This design comes from an exercise in tuning for small area on the open sky130 flow, not from production work. Function was checked by simulation only, so behaviour that the tests miss may differ from the original. No activity file was given, so power comes from the tool's default toggle rates.

File: run.sh
#!/bin/bash
# synth_recipe.tcl (not shown) runs the flow's synth.tcl, then flattens the netlist and writes it again
# the make line also repeats each setting of config.mk as NAME=value (left out here)
make -C /OpenROAD-flow-scripts/flow DESIGN_CONFIG=/design/flow/config.mk WORK_HOME=/design/flow/orfs CLKGATE_MAP_FILE= SYNTH_SCRIPT=/design/flow/synth_recipe.tcl finish
File: config.mk
export PLATFORM = sky130hd
export DESIGN_NAME = continuous_monitoring_system
export DESIGN_NICKNAME = continuous_monitoring_system
export VERILOG_FILES = /design/flow/design.v
export SDC_FILE = /design/flow/constraint.sdc
export NUM_CORES = 4
export LEC_CHECK = 0
export CAP_MARGIN = 20
export CORE_MARGIN = 2
export CORE_UTILIZATION = 40
export PLACE_DENSITY = 0.6
export SLEW_MARGIN = 20
export SYNTH_MEMORY_MAX_BITS = 16384
File: constraint.sdc
create_clock -name core_clock -period 10.0 [get_ports {clk}]
set_input_delay 2.0000 -clock core_clock [delete_from_list [all_inputs] [get_ports {clk}]]
set_output_delay 2.0000 -clock core_clock [all_outputs]
set_load 0.01 [all_outputs]
File: design.v
`timescale 1ns / 1ps
module edge_detector(
    input clk,
    input sig,
    output neg_edge,
    output pos_edge
    );
    reg r_neg;
    reg r_pos;
    reg last_sig;
    assign neg_edge = r_neg;
    assign pos_edge = r_pos;
    always @(posedge clk) 
    begin
        last_sig <= sig;
        if (r_neg) begin
            r_neg <= 0;
        end else begin
            if (sig != last_sig && ~sig) begin
                r_neg <= 1;
            end 
        end
        if (r_pos) begin 
            r_pos <= 0;
        end else begin
            if (sig != last_sig && sig) begin
                r_pos <= 1;
            end 
        end
    end
endmodule
`timescale 1ns/10ps
module sync_fifo2
#(
    parameter DATA_DEPTH = 8,
    parameter DATA_WIDTH = 32
)(
    input clk,
    input rst_n,
    input rd_en,
    input wr_en,
    input [DATA_WIDTH - 1:0] wr_data,
    output [DATA_WIDTH - 1:0] rd_data,
    output full,
    output empty,
    output half,
    output reg [$clog2(DATA_DEPTH):0] counter
);
    reg [DATA_WIDTH - 1:0] data [0:DATA_DEPTH - 1];
    reg [$clog2(DATA_DEPTH) - 1:0] wr_ptr;
    reg [$clog2(DATA_DEPTH) - 1:0] rd_ptr;
    assign full = (counter == DATA_DEPTH);
    assign empty = (counter == 0);
    assign half = (counter <= (DATA_DEPTH / 2));
    assign rd_data = data[rd_ptr];
    wire do_wr = !full & wr_en;
    wire do_rd = !empty & rd_en;
    always @(posedge clk) begin
        if(!rst_n) begin
           wr_ptr <= 0; 
        end
        else if(do_wr) begin
            wr_ptr <= wr_ptr + 1;
        end
    end
    always @(posedge clk) begin
        if(do_wr) begin
            data[wr_ptr] <= wr_data;
        end
    end
    always @(posedge clk) begin
        if(!rst_n) begin
           rd_ptr <= 0; 
        end
        else if(do_rd) begin
            rd_ptr <= rd_ptr + 1;
        end
    end
    always @(posedge clk) begin
        if(!rst_n) begin
            counter <= 0;
        end
        else begin
            case({do_rd, do_wr})
            2'b01: counter <= counter + 1;
            2'b10: counter <= counter - 1;
            default: counter <= counter;
            endcase
        end
    end
endmodule
`timescale 1ns/10ps
module performance_event_counters #(
    parameter INPUT_EVENT_BITMAP_WIDTH = 115,
    parameter COUNTER_WIDTH = 7  
) (
    input clk, 
    input rst_n,
    input [INPUT_EVENT_BITMAP_WIDTH-1:0] performance_events,  
    output wire [INPUT_EVENT_BITMAP_WIDTH*COUNTER_WIDTH-1:0] counters,
    output wire [INPUT_EVENT_BITMAP_WIDTH-1:0] overflow_map
);
    reg [COUNTER_WIDTH-1:0] r_counters[INPUT_EVENT_BITMAP_WIDTH-1:0];
    reg [INPUT_EVENT_BITMAP_WIDTH-1:0] r_overflow_map;
    assign overflow_map = r_overflow_map;
    genvar g;
    generate
        for (g = 0; g < INPUT_EVENT_BITMAP_WIDTH; g = g + 1) begin : pack
            assign counters[COUNTER_WIDTH*g +: COUNTER_WIDTH] = r_counters[g];
        end
    endgenerate
    integer i;
	always @(posedge clk) begin
        if (~rst_n) begin
            for (i = 0; i < INPUT_EVENT_BITMAP_WIDTH; i=i+1) begin
                r_counters[i] <= {{(COUNTER_WIDTH-1){1'b0}}, performance_events[i]};
            end
            r_overflow_map <= 0;
        end else begin
            for (i = 0; i < INPUT_EVENT_BITMAP_WIDTH; i=i+1) begin
                r_counters[i] <= r_counters[i] + performance_events[i];
                if (r_counters[i] == {COUNTER_WIDTH{1'b1}} && performance_events[i] == 1'b1) begin
                    r_overflow_map[i] <= 1;
                end
            end
        end
	end
endmodule
`timescale 1ns/10ps
module trace_filter #(
    parameter SEND_INSTRUCTION_AFTER_BRANCH = 1,
    parameter SEND_INSTRUCTION_AFTER_JUMP = 1,
    parameter SEND_INSTRUCTION_AFTER_WFI = 1,
    parameter SEND_INSTRUCTION_AFTER_TRAP = 1,
    parameter SEND_INSTRUCTION_AFTER_INTERRUPT = 1
) 
(
    input   wire                                                    clk, 
    input   wire                                                    rst_n,
    input   wire                                                    pc_valid,
    input   wire    [PERFORMANCE_EVENT_MOD_COUNTER_WIDTH - 1 : 0]   trap_counter,  
    input   wire    [PERFORMANCE_EVENT_MOD_COUNTER_WIDTH - 1 : 0]   interrupt_counter,  
    input   wire    [RISC_V_INSTRUCTION_WIDTH - 1 : 0]              next_instr,
    output  wire                                                    drop_instr
);
    localparam RISC_V_INSTRUCTION_WIDTH = 32;
    localparam PERFORMANCE_EVENT_MOD_COUNTER_WIDTH = 7;
    localparam BRANCH_OPCODE = 7'b1100011;
    localparam JAL_OPCODE = 7'b1101111;
    localparam JALR_OPCODE = 7'b1100111;
    localparam C_BRANCH_OPCODE = 2'b10;
    localparam C_JAL_OPCODE = 2'b01;
    localparam C_JALR_OPCODE = 2'b00;
    localparam C_BRANCH_FUNCT3_2_MSB = 2'b11;
    localparam C_JAL_FUNCT3_3_MSB = 3'b101;
    localparam C_JALR_FUNCT4_3_MSB = 3'b100;
    localparam WFI_INSTRUCTION = 32'h10500073;
    reg branch;
    reg jump;
    reg wfi;
    reg queue_instruction;
    reg send_next_instruction;
    reg     previous_trap_counter;
    reg     previous_interrupt_counter;
    reg     trap_counter_incremented;
    reg     interrupt_counter_incremented;
    reg     send_next_instruction_after_trap;
    reg     send_next_instruction_after_interrupt;
    always @(posedge clk) begin  
        if (rst_n == 0) begin
            queue_instruction <= 1'b0;
            send_next_instruction <= 1'b0;
            branch <= 0;
            jump <= 0;
            wfi <= 0;
        end else if (pc_valid) begin
            branch <= (next_instr[6:0] == BRANCH_OPCODE) ||
                     (next_instr[1:0] == C_BRANCH_OPCODE && next_instr[15:14] == C_BRANCH_FUNCT3_2_MSB);
            jump <=  (next_instr[6:0] == JAL_OPCODE) || 
                     (next_instr[6:0] == JALR_OPCODE) ||
                     (next_instr[1:0] == C_JAL_OPCODE && next_instr[15:13] == C_JAL_FUNCT3_3_MSB) ||
                     (next_instr[1:0] == C_JALR_OPCODE && next_instr[15:13] == C_JALR_FUNCT4_3_MSB);
            wfi <= (next_instr == WFI_INSTRUCTION);
            send_next_instruction <= (branch && SEND_INSTRUCTION_AFTER_BRANCH) || (jump && SEND_INSTRUCTION_AFTER_JUMP) || (wfi && SEND_INSTRUCTION_AFTER_WFI);
        end
    end
    always @(posedge clk) begin  
        if (rst_n == 0) begin
            previous_trap_counter <= 0;
            previous_interrupt_counter <= 0;
        end else begin
            previous_trap_counter <= trap_counter[0];
            previous_interrupt_counter <= interrupt_counter[0];
        end
    end
    always @(posedge clk) begin  
        if (rst_n == 0) begin
            trap_counter_incremented <= 1'b0;
            interrupt_counter_incremented <= 1'b0;
            send_next_instruction_after_trap <= 1'b0;    
            send_next_instruction_after_interrupt <= 1'b0;
        end else begin
            if ({6'b0, previous_trap_counter} < trap_counter) begin
                trap_counter_incremented <= 1'b1;
            end
            if ({6'b0, previous_interrupt_counter} < interrupt_counter) begin
                interrupt_counter_incremented <= 1'b1;
            end
            send_next_instruction_after_trap        <= pc_valid && trap_counter_incremented && SEND_INSTRUCTION_AFTER_TRAP;
            send_next_instruction_after_interrupt   <= pc_valid && interrupt_counter_incremented && SEND_INSTRUCTION_AFTER_INTERRUPT;
            if (send_next_instruction_after_trap) begin 
                trap_counter_incremented <= 1'b0;
                send_next_instruction_after_trap <= 1'b0;
            end
            if (send_next_instruction_after_interrupt) begin
                interrupt_counter_incremented <= 1'b0;
                send_next_instruction_after_interrupt <= 1'b0;
            end
        end
    end
    assign drop_instr = ~(  branch || 
                            jump || 
                            wfi || 
                            send_next_instruction || 
                            send_next_instruction_after_trap ||
                            send_next_instruction_after_interrupt);
endmodule
`timescale 1ns/10ps
module data_to_axi_stream #(
    parameter DATA_WIDTH = 1024,
    parameter FIFO_DEPTH = 8
) (
    input clk,
    input rst_n,
    input write_enable,
    input [DATA_WIDTH-1:0]data_pkt,
    input [31:0] tlast_interval, 
    input tlast,
    output reg M_AXIS_tvalid,
    input M_AXIS_tready,
    output reg [DATA_WIDTH-1:0] M_AXIS_tdata,
    output reg M_AXIS_tlast
);
    reg fifo_rden;
    wire [DATA_WIDTH:0] fifo_dout;  
    wire fifo_empty;
    reg axis_stage;
    reg [31:0] item_counter;
    always @(posedge clk) begin
        if(!rst_n) begin
            item_counter <= 0;
            M_AXIS_tvalid <= 0;
            M_AXIS_tdata <= 0;
            M_AXIS_tlast <= 0;
            axis_stage <= 0;
            fifo_rden <= 0;
        end
        else begin
            case(axis_stage)
            0: begin
                if(~fifo_empty) begin
                    axis_stage <= 1;
                    M_AXIS_tvalid <= 1;
                    M_AXIS_tdata <= fifo_dout[DATA_WIDTH-1:0];
                    M_AXIS_tlast <= fifo_dout[DATA_WIDTH];
                    fifo_rden <= 1;
                end
            end
            1: begin
                fifo_rden <= 0;
                 if (M_AXIS_tready) begin
                    axis_stage <= 0;
                    M_AXIS_tvalid <= 0;
                    item_counter <= item_counter + 1;
                    M_AXIS_tlast <= 0;
                end
            end
            endcase 
        end
    end
    sync_fifo2#(
        .DATA_DEPTH   (FIFO_DEPTH),
        .DATA_WIDTH   (DATA_WIDTH + 1)  
    ) fifo (
        .clk      (clk),
        .rst_n    (rst_n),
        .rd_en    (fifo_rden),
        .wr_en    (write_enable),
        .wr_data  ({tlast, data_pkt}),
        .rd_data  (fifo_dout),
        .empty    (fifo_empty),
        .full     (),
        .half     (),
        .counter  ()
    );
endmodule
`timescale 1ns/10ps
module continuous_monitoring_system #(
    parameter CTRL_WRITE_ENABLE_POSEDGE_TRIGGERED = 1  
) (
    input   wire    clk,
    input   wire    rst_n,
    input   wire    [31 : 0]                    instr,
    input   wire    [63 : 0]                    pc,
    output  wire                                M_AXIS_tvalid,
    input   wire                                M_AXIS_tready,
    output  wire    [511 : 0]                   M_AXIS_tdata,
    output  wire                                M_AXIS_tlast,
    input   wire    [31 : 0]                    tlast_interval,  
    input   wire    [7 : 0]                     ctrl_addr,
    input   wire    [63 : 0]                    ctrl_wdata,
    input   wire                                ctrl_write_enable,
    input   wire                                en,
    input   wire    [38 : 0]                    performance_events,
    output  wire                                pc_valid_new_probe,
    output wire branch_event_probe1,
    output wire jal_event_probe1,
    output wire auipc_event_probe1,
    output wire [6:0] branch_counter_probe1,
    output wire [6:0] jal_counter_probe1,
    output wire [6:0] auipc_counter_probe1,
    output wire [32:0] data_pkt_instr_probe,
    output wire [63:0] data_pkt_pc_probe,
    output wire [6:0] data_pkt_branch_counter_probe,
    output wire [6:0] data_pkt_jal_counter_probe,
    output wire [6:0] data_pkt_auipc_counter_probe,
    output wire performance_counters_rst_n_probe
);
    localparam XLEN = 64;
    localparam RISC_V_INSTRUCTION_WIDTH = 32;
    localparam AXI_DATA_WIDTH = 512;
    localparam WFI_INSTRUCTION = 32'h10500073;
    localparam CLK_COUNTER_WIDTH = 64;
    localparam NO_OF_PERFORMANCE_EVENTS = 39;
    localparam PERFORMANCE_EVENT_MOD_COUNTER_WIDTH = 7;
    localparam FIFO_DEPTH = 8;
    localparam [7:0] TRIGGER_TRACE_START_ADDRESS_ENABLED          = 8'd0;
    localparam [7:0] TRIGGER_TRACE_END_ADDRESS_ENABLED            = 8'd1;
    localparam [7:0] TRIGGER_TRACE_START_ADDRESS                  = 8'd2;
    localparam [7:0] TRIGGER_TRACE_END_ADDRESS                    = 8'd3;
    localparam [7:0] MONITORED_ADDRESS_RANGE_LOWER_BOUND_ENABLED  = 8'd4;
    localparam [7:0] MONITORED_ADDRESS_RANGE_UPPER_BOUND_ENABLED  = 8'd5;
    localparam [7:0] MONITORED_ADDRESS_RANGE_LOWER_BOUND          = 8'd6;
    localparam [7:0] MONITORED_ADDRESS_RANGE_UPPER_BOUND          = 8'd7;
    localparam [7:0] WFI_STOPPED                                  = 8'd8;
    localparam [7:0] CLK_COUNTER                                  = 8'd9;
    localparam [7:0] LAST_WRITE_TIMESTAMP                         = 8'd10;
    localparam BRANCH_INDEX = 1;
    localparam JAL_INDEX = 2;
    localparam AUIPC_INDEX = 4;
    wire drop_instr;
    wire ctrl_write_enable_pos_edge;
    reg [7 : 0] wfi_stop;
    localparam WFI_STOP_THRESHOLD = 255;
    reg [RISC_V_INSTRUCTION_WIDTH - 1: 0] last_instr [1:0];
    reg [XLEN - 1 : 0] last_pc [1:0];
    wire pc_valid_new = ((last_pc[0] != last_pc[1]) || (wfi_stop == WFI_STOP_THRESHOLD - 1)) 
                        & (last_pc[1] != 0) 
                        & rst_n;
    assign pc_valid_new_probe = pc_valid_new;
    reg monitored_address_range_lower_bound_enabled;
    reg monitored_address_range_upper_bound_enabled;
    reg [XLEN - 1 : 0] monitored_address_range_lower_bound;
    reg [XLEN - 1 : 0] monitored_address_range_upper_bound;
    reg trigger_trace_start_address_enabled;
    reg trigger_trace_end_address_enabled;
    reg [XLEN - 1 : 0] trigger_trace_start_address;
    reg [XLEN - 1 : 0] trigger_trace_end_address;
    reg trigger_trace_start_reached;
    reg trigger_trace_end_reached;
    reg     [CLK_COUNTER_WIDTH - 1 : 0] clk_counter;
    reg     [CLK_COUNTER_WIDTH - 1 : 0] last_write_timestamp;
    wire [NO_OF_PERFORMANCE_EVENTS*PERFORMANCE_EVENT_MOD_COUNTER_WIDTH - 1 : 0] performance_event_counters;
    wire [NO_OF_PERFORMANCE_EVENTS-1:0] performance_counters_overflow_map;
    assign branch_counter_probe1 = performance_event_counters[PERFORMANCE_EVENT_MOD_COUNTER_WIDTH*BRANCH_INDEX +: PERFORMANCE_EVENT_MOD_COUNTER_WIDTH];
    assign branch_event_probe1 = performance_events[BRANCH_INDEX];
    assign jal_counter_probe1 = performance_event_counters[PERFORMANCE_EVENT_MOD_COUNTER_WIDTH*JAL_INDEX +: PERFORMANCE_EVENT_MOD_COUNTER_WIDTH];
    assign jal_event_probe1 = performance_events[JAL_INDEX];
    assign auipc_counter_probe1 = performance_event_counters[PERFORMANCE_EVENT_MOD_COUNTER_WIDTH*AUIPC_INDEX +: PERFORMANCE_EVENT_MOD_COUNTER_WIDTH];
    assign auipc_event_probe1 = performance_events[AUIPC_INDEX];
    edge_detector edge_detector_write_enable(
        .clk(clk),
        .sig(ctrl_write_enable),
        .neg_edge(),
        .pos_edge(ctrl_write_enable_pos_edge)
    );
    trace_filter #(
        .SEND_INSTRUCTION_AFTER_BRANCH(1),
        .SEND_INSTRUCTION_AFTER_JUMP(1),
        .SEND_INSTRUCTION_AFTER_WFI(0),
        .SEND_INSTRUCTION_AFTER_TRAP(0),
        .SEND_INSTRUCTION_AFTER_INTERRUPT(0)
    ) trace_filter_inst (
        .clk(clk),
        .rst_n(rst_n),
        .pc_valid(pc_valid_new),
        .trap_counter(performance_event_counters[0 +: PERFORMANCE_EVENT_MOD_COUNTER_WIDTH]),  
        .interrupt_counter(performance_event_counters[PERFORMANCE_EVENT_MOD_COUNTER_WIDTH*13 +: PERFORMANCE_EVENT_MOD_COUNTER_WIDTH]),  
        .next_instr(last_instr[0]),
        .drop_instr(drop_instr)
    );
    localparam PERFORMANCE_COUNTERS_LOCATION = 0;
    localparam PERFORMANCE_COUNTERS_OVERFLOW_MAP_LOCATION = NO_OF_PERFORMANCE_EVENTS * PERFORMANCE_EVENT_MOD_COUNTER_WIDTH;
    localparam PC_LOCATION = PERFORMANCE_COUNTERS_OVERFLOW_MAP_LOCATION + NO_OF_PERFORMANCE_EVENTS;
    localparam CLK_COUNTER_DELTA_LOCATION = PC_LOCATION + XLEN;
    localparam INSTR_LOCATION = CLK_COUNTER_DELTA_LOCATION + CLK_COUNTER_WIDTH;
    wire [AXI_DATA_WIDTH - 1 : 0] data_pkt = {
        40'b0,
        last_instr[1],
        clk_counter - last_write_timestamp,  
        last_pc[1],
        performance_counters_overflow_map,
        performance_event_counters
        };
    assign data_pkt_instr_probe = {1'b0, data_pkt[INSTR_LOCATION + RISC_V_INSTRUCTION_WIDTH - 1 : INSTR_LOCATION]};
    assign data_pkt_pc_probe = data_pkt[PC_LOCATION + XLEN - 1 : PC_LOCATION];
    assign data_pkt_jal_counter_probe = data_pkt[PERFORMANCE_COUNTERS_LOCATION + PERFORMANCE_EVENT_MOD_COUNTER_WIDTH*(JAL_INDEX+1) - 1 : PERFORMANCE_COUNTERS_LOCATION+PERFORMANCE_EVENT_MOD_COUNTER_WIDTH*JAL_INDEX];
    assign data_pkt_branch_counter_probe = data_pkt[PERFORMANCE_COUNTERS_LOCATION + PERFORMANCE_EVENT_MOD_COUNTER_WIDTH*(BRANCH_INDEX+1) - 1 : PERFORMANCE_COUNTERS_LOCATION+PERFORMANCE_EVENT_MOD_COUNTER_WIDTH*BRANCH_INDEX];
    assign data_pkt_auipc_counter_probe = data_pkt[PERFORMANCE_COUNTERS_LOCATION + PERFORMANCE_EVENT_MOD_COUNTER_WIDTH*(AUIPC_INDEX+1) - 1 : PERFORMANCE_COUNTERS_LOCATION+PERFORMANCE_EVENT_MOD_COUNTER_WIDTH*AUIPC_INDEX];
    wire data_to_axi_write_enable = en &
                                    pc_valid_new &
                                    ~drop_instr & 
                                    (wfi_stop < WFI_STOP_THRESHOLD) & 
                                    (trigger_trace_start_reached | ~trigger_trace_start_address_enabled) &
                                    (~trigger_trace_end_reached | ~trigger_trace_end_address_enabled) &
                                    (last_pc[1] >= monitored_address_range_lower_bound | ~monitored_address_range_lower_bound_enabled) &
                                    (last_pc[1] <= monitored_address_range_upper_bound | ~monitored_address_range_upper_bound_enabled)
                                    ;
    wire performance_counters_rst_n = ~data_to_axi_write_enable & rst_n;  
    assign performance_counters_rst_n_probe = performance_counters_rst_n;
    performance_event_counters #(
        .INPUT_EVENT_BITMAP_WIDTH(NO_OF_PERFORMANCE_EVENTS),
        .COUNTER_WIDTH(PERFORMANCE_EVENT_MOD_COUNTER_WIDTH)
    ) performance_event_counters_inst (
        .clk(clk),
        .rst_n(performance_counters_rst_n),
        .performance_events(performance_events),  
        .counters(performance_event_counters),   
        .overflow_map(performance_counters_overflow_map)  
    );
    data_to_axi_stream #(
        .DATA_WIDTH(AXI_DATA_WIDTH),
        .FIFO_DEPTH(FIFO_DEPTH)
    ) data_to_axi_stream_inst (
        .clk(clk),
        .rst_n(rst_n),
        .write_enable(data_to_axi_write_enable),
        .data_pkt(data_pkt),
        .tlast_interval(tlast_interval),
        .tlast(last_instr[1] == WFI_INSTRUCTION),
        .M_AXIS_tvalid(M_AXIS_tvalid),
        .M_AXIS_tready(M_AXIS_tready),
        .M_AXIS_tdata(M_AXIS_tdata),
        .M_AXIS_tlast(M_AXIS_tlast)
    );
    wire ctrl_write = (CTRL_WRITE_ENABLE_POSEDGE_TRIGGERED & ctrl_write_enable_pos_edge) || (~CTRL_WRITE_ENABLE_POSEDGE_TRIGGERED & ctrl_write_enable);
    always @(posedge clk or negedge rst_n) begin
        if (rst_n == 0) begin
            wfi_stop <= 0;
            monitored_address_range_lower_bound_enabled <= 0;
            monitored_address_range_upper_bound_enabled <= 0;
            monitored_address_range_lower_bound <= 0;
            monitored_address_range_upper_bound <= {XLEN{1'b1}};
            trigger_trace_start_address_enabled <= 0;
            trigger_trace_end_address_enabled <= 0;
            trigger_trace_start_address <= 0;
            trigger_trace_end_address <= {XLEN{1'b1}};
            trigger_trace_start_reached <= 0;
            trigger_trace_end_reached <= 0;
            clk_counter <= 0;
            last_write_timestamp <= 0;
            last_pc[0] <= 0;
            last_pc[1] <= 0;
            last_instr[0] <= 0;
            last_instr[1] <= 0;
        end
        else begin
            clk_counter <= clk_counter + 1;
            if (data_to_axi_write_enable) begin
                last_write_timestamp <= clk_counter;
            end 
            last_pc[1] <= last_pc[0];
            last_instr[1] <= last_instr[0];
            last_pc[0] <= pc;
            last_instr[0] <= instr;
            if (last_instr[1] == WFI_INSTRUCTION && wfi_stop < WFI_STOP_THRESHOLD && en) begin
                wfi_stop <= wfi_stop + 1;
            end 
            else if (last_instr[1] != WFI_INSTRUCTION) begin
                wfi_stop <= 0;
            end
            if (ctrl_write) begin
                case(ctrl_addr)
                    TRIGGER_TRACE_START_ADDRESS_ENABLED: begin
                        trigger_trace_start_address_enabled <= ctrl_wdata[0];
                    end 
                    TRIGGER_TRACE_END_ADDRESS_ENABLED: begin
                        trigger_trace_end_address_enabled <= ctrl_wdata[0];
                    end
                    TRIGGER_TRACE_START_ADDRESS: begin
                        trigger_trace_start_address <= ctrl_wdata;
                    end
                    TRIGGER_TRACE_END_ADDRESS: begin
                        trigger_trace_end_address <= ctrl_wdata;
                    end
                    MONITORED_ADDRESS_RANGE_LOWER_BOUND_ENABLED: begin
                        monitored_address_range_lower_bound_enabled <= ctrl_wdata[0];
                    end
                    MONITORED_ADDRESS_RANGE_UPPER_BOUND_ENABLED: begin
                        monitored_address_range_upper_bound_enabled <= ctrl_wdata[0];
                    end
                    MONITORED_ADDRESS_RANGE_LOWER_BOUND: begin
                        monitored_address_range_lower_bound <= ctrl_wdata;
                    end
                    MONITORED_ADDRESS_RANGE_UPPER_BOUND: begin
                        monitored_address_range_upper_bound <= ctrl_wdata;
                    end
                    WFI_STOPPED: begin
                        wfi_stop <= ctrl_wdata[7:0];
                    end
                    CLK_COUNTER: begin
                        clk_counter <= ctrl_wdata;
                    end
                    LAST_WRITE_TIMESTAMP: begin
                        last_write_timestamp <= ctrl_wdata;
                    end
                    default: begin
                    end
                endcase
            end
            else begin
                if (trigger_trace_start_address_enabled && (pc == trigger_trace_start_address)) begin
                    trigger_trace_start_reached <= 1;
                    trigger_trace_end_reached <= 0;
                end
                if (trigger_trace_end_address_enabled && (pc == trigger_trace_end_address)) begin
                    trigger_trace_end_reached <= 1;
                    trigger_trace_start_reached <= 0;
                end
            end
        end
    end
endmodule
==> metrics.md <==
| Metric | Value |
|---|---|
| Tot Pwr | 49.8 mW |
| Final period util | 0.863 |
| Final wirelength | 520 mm |
| Core area | 0.502 sq mm |
| Die area | 0.510 sq mm |
| Worst hold path type | reg2reg |
| Most frequent cells in the layout | edfxtp_1, nor2_1, mux4_2 |
| Clock slew at reported path FFs | 0.06 ns |
| Row Count | 260 |
| Filler Cell Count | 42.5k |
| Reg2reg end | data_to_axi_stream_inst.fifo.data[1][320] |
| Antenna violations before repair | 59 |
| Synth Register Bits | 5181 |
| Crit Path Max Fanout | 40 |
| Remaining Overflow, GRT | 0 |
| Async set-reset flop share out of synthesis | 0.114 |
| Critical path startpoint category | register |
| Number of top-level pins | 902 |
| Unrepaired setup endpoints after global routing | no |
| Distinct cell type count after synthesis | 92 |
| Worst r2r path cells | 12 |
| Fin. max-slew vios | 0 |
| Pwr Density | 212 mW/mm^2 |
| Met3 wire length | 32.5 mm |
| Hold Buf Count CTS | 0 |
| Register Area | 0.145 sq mm |
| Top post-synthesis cells by area | edfxtp_1, mux4_2, dfxtp_1, dfrtp_1, mux2i_1 |
| EDFF count, synth | 3784 |
| Via count | 106k |
| Sequential share of the synthesized area | 0.718 |
| WP buf/inv | 3 |
| Multi-input gate area | 0.0528 sq mm |
| CTS sink cnt | 5181 |
| H-Tree Depth | 6 |
| Reg2Reg Launch Point | last_pc[1][28] |
| Post-Synthesis Cells | 11.8k |
| DR vias/cell | 5.37 |
| Clk Latency, worst-skew pair | 1.07 ns |
| CP Depth | 12 |
| Nets@finish | 13.1k |
| RD Place Congestion | 0.869 |
| Worst Hold End | last_instr[1][5] |
| Final setup vio count | 0 |
| IO buf count | 828 |
| DRT iter0 DRCs | 9055 |
| Area Growth Syn to Fin | 16.7% |
| Leak Pwr | 77.8 nW |
| Root buf cell | clkbuf_16 |
| Synth area leader | edfxtp_1 |
| Fin. Hold Viols | 0 |
| Slew @ Worst Pin | 1.24 ns |
| Final clock skew | 0.111 ns |
| Routed met1 length | 223 mm |
| Clock Path Buffers | 4 |
| Avg Cell Area, Syn | 17.1 sq um |
| CP cell instances | inv_1 > ha_1 > nand2b_1 > a2111oi_0 > or4b_2 > a31oi_1 > o311ai_0 > nand3_1 > nand3_4 > nand2_4 > inv_6 > clkdlybuf4s50_1 |
| Post-DP HPWL | 310 mm |
| Final Util | 0.469 |
| Overall die height | 714 um |
| Mapped Area | 0.202 sq mm |
| Share of cells above drive strength 1 | 0.173 |
| Peak supply drop | 219 uV |
| Routed length on met2 | 251 mm |
| Top Metal Used | met5 |
| Routed Antenna Nets | 0 |
| TritonCTS buffer count | 553 |
| CP Capture Type | output pin |
| Required @ worst endpoint | 8.00 ns |
| Setup_tns | 0 ns |
| Setup Buffers After CTS | 0 |
| Initial Util | 0.402 |
| Die X | 714 um |
| Status | no timing/DRC/antenna violations |
| Max Clk Rate | 116 MHz |
| Fin crit period | 8.63 ns |
| CTS tree | done |
| Max capacitance violation total | 0 |
| WL/cell | 26.3 um |
| Largest net degree at the start of global routing | 172 |
| GRT Total Usage | 0.200 |
| First-pass GRT wire length | 749 mm |
| Hold path startpoint | last_instr[0][5] |
| Slowest stage cell on the critical path | o311ai_0 |
| Post_cts resized | 0 |
| Yosys Warn Count | 11 |
| Hold path depth | 0 |
| Max-slew headroom | 0.160 |
| Vias in the first global route | 106k |
| Data arrival, critical path | 6.63 ns |
| Ys flop type | edfxtp_1 |
| CP peak stage delay | 1.04 ns |
| Most common cell after layout, fill and taps aside | edfxtp_1 |
| Family with the most delay on the worst path | buffers and inverters |
| R2r setup slk | 3.42 ns |
| Drt pass-1 iters | 8 |
| Remaining DRCs | 0 |
| Yosys top cell area share | 0.563 |
| Critical path class | reg2out |
[routing by layer]
metal  up-vias  GRT usage
met1     55500      0.274
met4         8     0.0515
met3       695     0.0361
li1      47100          -
met5         -          0
met2      2938      0.330
[cells by family (layout without fill, tap and decap cells)]
kind of cell | Yosys count | count (layout) | synth area share
other | 1 | 60 | 0.0000186
XOR/XNOR | 481 | 481 | 0.0209
buffers and inverters | 1030 | 2288 | 0.0228
AND/OR/NAND/NOR | 2052 | 2052 | 0.0446
AO/OA/AOI/OAI | 1162 | 1162 | 0.0385
multiplexers | 1586 | 1586 | 0.138
flip-flops | 5181 | 5181 | 0.718
adder cells (fa/ha/maj) | 278 | 278 | 0.0173
[power by group]
group	switching (mW)	internal, mW
clock	8.57	11.9
sequential	0.634	24.3
combinational	2.73	1.59
[stage by stage]
step           std cells  cell area, sq um  hold WS, ns  setup WS, ns
6_report           19800            235000        0.355          1.37
5_1_grt            19800            235000        0.366          1.12
4_1_cts            19800            235000        0.361          1.44
3_5_place_dp       18700            217000        0.355          2.62
3_3_place_gp       18700            217000        0.351          2.55
2_1_floorplan      11800            202000        0.346         -8.40
[final cells by class]
| cell class | instances | share of cell area |
|---|---|---|
| Multi-Input combinational cell | 5600 | 0.224 |
| Clock buffer | 784 | 0.0655 |
| Antenna cell | 19 | 0.000202 |
| Clock inverter | 241 | 0.0122 |
| Inverter | 274 | 0.00445 |
| Sequential cell | 5181 | 0.615 |
| Timing Repair Buffer | 989 | 0.0432 |
| Tap cell | 6681 | 0.0355 |
[how the worst max path moves through the flow]
| stage | from | to | slack, ns |
|---|---|---|---|
| after floorplan | rst_n | data_to_axi_stream_inst.fifo.data[3][0] | -8.40 |
| after detailed placement | last_pc[1][0] | performance_counters_rst_n_probe | 2.62 |
| after global placement | last_pc[1][0] | performance_counters_rst_n_probe | 2.55 |
| after CTS | last_pc[1][0] | performance_counters_rst_n_probe | 1.44 |
| after global routing | last_pc[1][0] | performance_counters_rst_n_probe | 1.12 |
| final | last_pc[1][0] | performance_counters_rst_n_probe | 1.37 |
[flip-flops by register name, indices dropped and copies added (netlist names), 3 cells and up, named ones only]
register	count
data_to_axi_stream_inst.fifo.counter	4
wfi_stop	8
data_to_axi_stream_inst.M_AXIS_tdata	472
performance_event_counters_inst.r_overflow_map	39
data_to_axi_stream_inst.fifo.data	3784
performance_event_counters_inst.r_counters	273
last_instr	64
data_to_axi_stream_inst.fifo.rd_ptr	3
clk_counter	64
monitored_address_range_lower_bound	64
last_pc	128
data_to_axi_stream_inst.fifo.wr_ptr	3
last_write_timestamp	64
trigger_trace_end_address	64
trigger_trace_start_address	64
monitored_address_range_upper_bound	64
[synth_stat cells, drive strengths merged (128+ instances only)]
master and count:
mux2 161, nand4 139, mux4 946, nand2 509, buf 366, ha 277
dfrtp 462, a21oi 132, clkbuf 390, edfxtp 3784, xnor2 240, mux2i 479
xor2 241, nand3 141, nor2 1009, o21ai 267, a211oi 486, dfxtp 807
dfstp 128, inv 274

separate check: timing with driven ports:
How much do the figures lean on ideal ports? The routed layout below was timed once more, with nothing changed but the port constraints.
Step 1 assumes that a clkbuf_16 drives the clock port and a buf_2 every other input.
Step 2 moves the port delays by t, midway between the first and last clock arrival at a register: inputs arrive t later, outputs are due t later. That takes back most of the time a late clock gives input paths.
a / b / c = ideal / step 1 / step 2; a / b = the first two.
shift t [ns]: 1.139
setup slack, ns: 1.367 / 1.242 / 2.381
hold slack, ns: 0.355 / 0.355 / 0.355
cell pins on the clock port's net: 1
After both steps setup and hold are still met in this run. For this run, drivers alone change the setup slack by -0.125 ns; drivers and shift together by +1.014 ns.
